This design comes from an exercise in tuning for small area on the open sky130 flow, not from production work. The RTL was checked by simulation tests, not by an equivalence proof against the original design. No driver is modelled on the clock port, so clocking that relies on it looks cheaper here than on a real chip.

== lane 1 ==
==> flow/design.v <==
module format_vg (
    input  wire [7:0] FORMAT,
    output wire       F1,     
    output wire       F4,     
    output wire       F5,     
    output wire       F16,    
    output wire       F128    
);
    assign F1   =  FORMAT[0] & ~FORMAT[2];
    assign F4   = ~FORMAT[0] &  FORMAT[2];
    assign F5   =  FORMAT[0] &  FORMAT[2];
    assign F128 = ~FORMAT[0] & ~FORMAT[2] &  FORMAT[7];
    assign F16  = ~FORMAT[0] & ~FORMAT[2] & ~FORMAT[7];
endmodule
module sync_vg (
    input  wire        clk,
    input  wire        reset_n,
    input  wire        F1, F4, F5, F16, F128,
    output wire        hs_set,    
    output wire        hs_clr,    
    output wire        vs_set,    
    output wire        vs_clr,    
    output wire        de0,       
    output wire        x_odd,     
    output wire        y_first,   
    output wire        y_last,    
    output wire        y_odd      
);
    reg [11:0] h;
    reg [10:0] l;
    function automatic ge12(input [11:0] a, input [11:0] k);    
        integer i;
        begin
            ge12 = 1'b1;
            for (i = 0; i < 12; i = i + 1)
                ge12 = k[i] ? (a[i] & ge12) : (a[i] | ge12);
        end
    endfunction
    function automatic ge11(input [10:0] a, input [10:0] k);    
        integer i;
        begin
            ge11 = 1'b1;
            for (i = 0; i < 11; i = i + 1)
                ge11 = k[i] ? (a[i] & ge11) : (a[i] | ge11);
        end
    endfunction
    function automatic [11:0] inc12(input [11:0] a);
        integer i;
        reg c;
        begin
            c = 1'b1;
            for (i = 0; i < 12; i = i + 1) begin
                inc12[i] = a[i] ^ c;
                c = c & a[i];
            end
        end
    endfunction
    function automatic [10:0] inc11(input [10:0] a, input cin);    
        integer i;
        reg c;
        begin
            c = cin;
            for (i = 0; i < 11; i = i + 1) begin
                inc11[i] = a[i] ^ c;
                c = c & a[i];
            end
        end
    endfunction
    wire h_wrap = F1   ? ((h & 12'd799)  == 12'd799)  :
                  F4   ? ((h & 12'd1649) == 12'd1649) :
                  F128 ? ((h & 12'd1679) == 12'd1679) :
                         ((h & 12'd2199) == 12'd2199);
    wire l_wrap = F1   ? ((l & 11'd524)  == 11'd524)  :
                  F4   ? ((l & 11'd749)  == 11'd749)  :
                  F128 ? ((l & 11'd827)  == 11'd827)  :
                         ((l & 11'd1124) == 11'd1124);
    always @(posedge clk) begin
        if (~reset_n || h_wrap)
            h <= 12'd0;
        else
            h <= inc12(h);
    end
    wire l_keep = reset_n & ~(h_wrap & l_wrap);
    wire l_add  = reset_n & h_wrap & ~l_wrap;
    always @(posedge clk)
        l <= inc11(l & {11{l_keep}}, l_add);
    assign hs_clr = F1   ? (h == 12'd97)  :
                    F4   ? (h == 12'd41)  :
                    F128 ? (h == 12'd137) : (h == 12'd45);
    wire h1 = (h == 12'd1);
    assign hs_set = h1;
    wire h1101 = (h == 12'd1101);
    wire [2:0] vsl = F1 ? 3'd2 : F128 ? 3'd3 : 3'd5;
    assign vs_set = (h1 && (l == 11'd0)) || (F5 && h1101 && (l == 11'd562));
    assign vs_clr = (h1 && (l == {8'd0, vsl})) || (F5 && h1101 && (l == 11'd567));
    wire h_act = F1   ? ((ge12(h, 12'd144)) && (!ge12(h, 12'd784)))  :
                 F4   ? ((ge12(h, 12'd260)) && (!ge12(h, 12'd1540))) :
                 F128 ? ((ge12(h, 12'd336)) && (!ge12(h, 12'd1616))) :
                        ((ge12(h, 12'd192)) && (!ge12(h, 12'd2112)));
    wire va_next = F1   ? (ge11(l, 11'd34) && !ge11(l, 11'd514))  :
                   F4   ? (ge11(l, 11'd24) && !ge11(l, 11'd744))  :
                   F5   ? ((ge11(l, 11'd19)  && !ge11(l, 11'd559)) ||
                           (ge11(l, 11'd582) && !ge11(l, 11'd1122))) :
                   F16  ? (ge11(l, 11'd40) && !ge11(l, 11'd1120)) :
                          (ge11(l, 11'd26) && !ge11(l, 11'd826));
    reg va, vp;
    always @(posedge clk) begin
        if (~reset_n) begin
            va <= 1'b0;
            vp <= 1'b0;
        end else if (h_wrap) begin
            va <= va_next;
            vp <= va;
        end
    end
    wire v_act = va;
    wire fld1 = F5 & ge11(l, 11'd576);
    assign de0 = h_act && v_act;
    assign x_odd = ~h[0];
    assign y_first = va & ~vp & ~fld1;
    assign y_last  = va & ~va_next & (fld1 | ~F5);
    assign y_odd = F5 ? fld1 : ~l[0];
endmodule
module pattern_vg (
    input  wire       clk,
    input  wire       reset_n,
    input  wire       F1, F4, F5, F16, F128,
    input  wire       hs_set, hs_clr, vs_set, vs_clr, de0,
    input  wire       x_odd,
    input  wire       y_first, y_last, y_odd,
    input  wire [7:0] pattern,
    input  wire [7:0] r_in, g_in, b_in,
    output reg        vs, hs, de,
    output reg  [7:0] r, g, b
);
    reg  [19:0] ramp;
    reg         de1;    
    wire x_first = de1 & ~de;
    wire x_last  = de1 & ~de0;
    wire [19:0] step = F1 ? 20'h00666 : (F4 | F128) ? 20'h00333 : 20'h00222;
    always @(posedge clk) begin
        if (~reset_n) begin
            vs  <= 1'b0;
            hs  <= 1'b0;
            de1 <= 1'b0;
            de  <= 1'b0;
        end else begin
            vs  <= vs_set | (vs & ~vs_clr);
            hs  <= hs_set | (hs & ~hs_clr);
            de1 <= de0;
            de  <= de1;
        end
    end
    function automatic [19:0] add20(input [19:0] a, input [19:0] b);
        integer i;
        reg c;
        begin
            c = 1'b0;
            for (i = 0; i < 20; i = i + 1) begin
                add20[i] = a[i] ^ b[i] ^ c;
                c = (a[i] & b[i]) | (c & (a[i] ^ b[i]));
            end
        end
    endfunction
    wire border = x_first | x_last | y_first | y_last;
    wire ramp_on = (pattern[7:2] == 6'd1) & de1;
    wire keep    = reset_n & ~(ramp_on & (x_first | x_last));
    wire add     = reset_n & ramp_on & ~x_last;
    always @(posedge clk)
        ramp <= add20(ramp & {20{keep}}, step & {20{add}});
    wire       pat_on = reset_n & (pattern[7:3] == 5'd0);
    wire [2:0] p      = pattern[2:0];
    wire set  = pat_on & de1 & ((p == 3'd1) ? border :
                                (p == 3'd2) ? x_odd  :
                                (p == 3'd3) ? y_odd  : 1'b0);
    wire pass = pat_on & ((p == 3'd0) | ((p == 3'd1) & ~(de1 & border)));
    wire ramp_r = pat_on & p[2] & ~p[1];              
    wire ramp_g = pat_on & p[2] & ~p[0];              
    wire ramp_b = pat_on & p[2] & ~(p[1] ^ p[0]);     
    wire hold = ~pat_on;
    wire [7:0] rv = ramp[19:12];
    always @(posedge clk) begin
        r <= {8{set}} | ({8{pass}} & r_in) | ({8{ramp_r}} & rv) | ({8{hold}} & r);
        g <= {8{set}} | ({8{pass}} & g_in) | ({8{ramp_g}} & rv) | ({8{hold}} & g);
        b <= {8{set}} | ({8{pass}} & b_in) | ({8{ramp_b}} & rv) | ({8{hold}} & b);
    end
endmodule
module videogen (
    input  wire       clk,
    input  wire       reset_n,
    input  wire [7:0] format,
    input  wire [7:0] pattern,
    input  wire [7:0] r_in,
    input  wire [7:0] g_in,
    input  wire [7:0] b_in,
    output wire       vs,
    output wire       hs,
    output wire       de,
    output wire [7:0] r,
    output wire [7:0] g,
    output wire [7:0] b
);
    wire f1, f4, f5, f16, f128;
    format_vg u_format (
        .FORMAT(format),
        .F1(f1), .F4(f4), .F5(f5), .F16(f16), .F128(f128)
    );
    wire hs_set, hs_clr, vs_set, vs_clr, de0, x_odd, y_first, y_last, y_odd;
    sync_vg u_sync (
        .clk(clk), .reset_n(reset_n),
        .F1(f1), .F4(f4), .F5(f5), .F16(f16), .F128(f128),
        .hs_set(hs_set), .hs_clr(hs_clr), .vs_set(vs_set), .vs_clr(vs_clr), .de0(de0),
        .x_odd(x_odd),
        .y_first(y_first), .y_last(y_last), .y_odd(y_odd)
    );
    pattern_vg u_pattern (
        .clk(clk), .reset_n(reset_n),
        .F1(f1), .F4(f4), .F5(f5), .F16(f16), .F128(f128),
        .hs_set(hs_set), .hs_clr(hs_clr), .vs_set(vs_set), .vs_clr(vs_clr), .de0(de0),
        .x_odd(x_odd),
        .y_first(y_first), .y_last(y_last), .y_odd(y_odd),
        .pattern(pattern), .r_in(r_in), .g_in(g_in), .b_in(b_in),
        .vs(vs), .hs(hs), .de(de), .r(r), .g(g), .b(b)
    );
endmodule
export LEC_CHECK = 0
export CAP_MARGIN = 20
export CORE_MARGIN = 2
export CORE_UTILIZATION = 50
export GPL_TIMING_DRIVEN = 0
export SLEW_MARGIN = 20
create_clock -name core_clock -period 8.5 [get_ports {clk}]
standard.sh (not shown) runs the stock make flow with config.mk's settings and CLKGATE_MAP_FILE= SYNTH_SCRIPT=/design/flow/synth_recipe.tcl, a recipe that flattens the netlist after the stock synthesis.
==> flow/flow/run.sh <==
#!/bin/bash
# Own layout flow: the standard flow (standard.sh) with
#  - an area-oriented ABC script in synthesis (flow/synth.tcl, flow/area.abc),
#  - the smallest buffer for the port buffers that the standard flow inserts,
#  - clock tree synthesis without dummy loads, its buffers then shrunk to
#    the smallest sizes that keep the clock pins' slew under a margin
#    (flow/post_cts.tcl).
# make's full output goes to standard.log; each ORFS step logs under orfs/logs.
set -euo pipefail
here=$(pwd)
export AREA_ABC_SCRIPT="$here/flow/area.abc"
CTS="-sink_clustering_enable -repair_clock_nets -dont_use_dummy_load"
CTS="$CTS -buf_list {sky130_fd_sc_hd__clkbuf_4 sky130_fd_sc_hd__clkbuf_8}"
bash standard.sh \
  SYNTH_SCRIPT="$here/flow/synth.tcl" \
  "BUFFER_PORTS_ARGS=-buffer_cell sky130_fd_sc_hd__buf_1" \
  "CTS_ARGS=$CTS" \
  POST_CTS_TCL="$here/flow/post_cts.tcl" \
  finish > "$here/standard.log" 2>&1
Other scripts of this flow, unchanged in this note and not shown: flow/flow/area.abc, flow/flow/post_cts.tcl, flow/flow/synth.tcl
Modified inputs, lane 2 compared to lane 1
--- a/flow/design.v
+++ b/flow/design.v
@@ -1,3 +1,4 @@
 module format_vg (
+    input  wire       clk,
     input  wire [7:0] FORMAT,
     output wire       F1,     
@@ -7,9 +8,15 @@
     output wire       F128    
 );
-    assign F1   =  FORMAT[0] & ~FORMAT[2];
-    assign F4   = ~FORMAT[0] &  FORMAT[2];
-    assign F5   =  FORMAT[0] &  FORMAT[2];
-    assign F128 = ~FORMAT[0] & ~FORMAT[2] &  FORMAT[7];
-    assign F16  = ~FORMAT[0] & ~FORMAT[2] & ~FORMAT[7];
+    reg f0, f2, f7;
+    always @(posedge clk) begin
+        f0 <= FORMAT[0];
+        f2 <= FORMAT[2];
+        f7 <= FORMAT[7];
+    end
+    assign F1   =  f0 & ~f2;
+    assign F4   = ~f0 &  f2;
+    assign F5   =  f0 &  f2;
+    assign F128 = ~f0 & ~f2 &  f7;
+    assign F16  = ~f0 & ~f2 & ~f7;
 endmodule
 module sync_vg (
@@ -203,5 +210,5 @@
     wire f1, f4, f5, f16, f128;
     format_vg u_format (
-        .FORMAT(format),
+        .clk(clk), .FORMAT(format),
         .F1(f1), .F4(f4), .F5(f5), .F16(f16), .F128(f128)
     );
## What came out
Against lane 1, lane 2 reports a global-route usage that is lower. Delta(floorplan die area, lane 2 - lane 1) > 0. On clock-cell share of area, lane 1 tracks lane 2 almost exactly. The number of signal-net buffers in the layout in lane 2 sits about 3% above the value recorded for lane 1. Relative to lane 1, lane 2 improves wire length reported by the detailed router. Run comparison: lane 2 standard cell with the maximum stage delay on the critical path sky130_fd_sc_hd__fa_1; lane 1 standard cell with the maximum stage delay on the critical path sky130_fd_sc_hd__nand4_1.

[static timing again, ports no longer ideal]
The results above use ideal ports. As a check the final layouts listed here were re-extracted and re-timed, cells and wires unchanged.
Step 1 assumes that a clkbuf_16 drives the clock port and a buf_2 every other input.
Step 2 adds t to the input delays and takes it off the output delays; t is the mean of the earliest and latest rising clock arrival at the registers after step 1. Input paths then give back, and output paths get back, about the clock's delay inside the block.
Three values: ideal ports, drivers, drivers and shift; two values: the first two.
run	t, ns	slack for setup (ns)	hold slack, ns	pins driven straight from the clock port
lane 1	0.770	0.406 / 0.416 / -0.355	0.484 / 0.484 / 0.484	1
lane 2	0.533	1.137 / 1.143 / 0.610	0.487 / 0.487 / 0.487	1
With both steps, setup timing fails in lane 1, where it was met with ideal ports. For lane 1, which loses most, drivers alone change the setup slack by +0.010 ns; drivers and shift together by -0.761 ns.
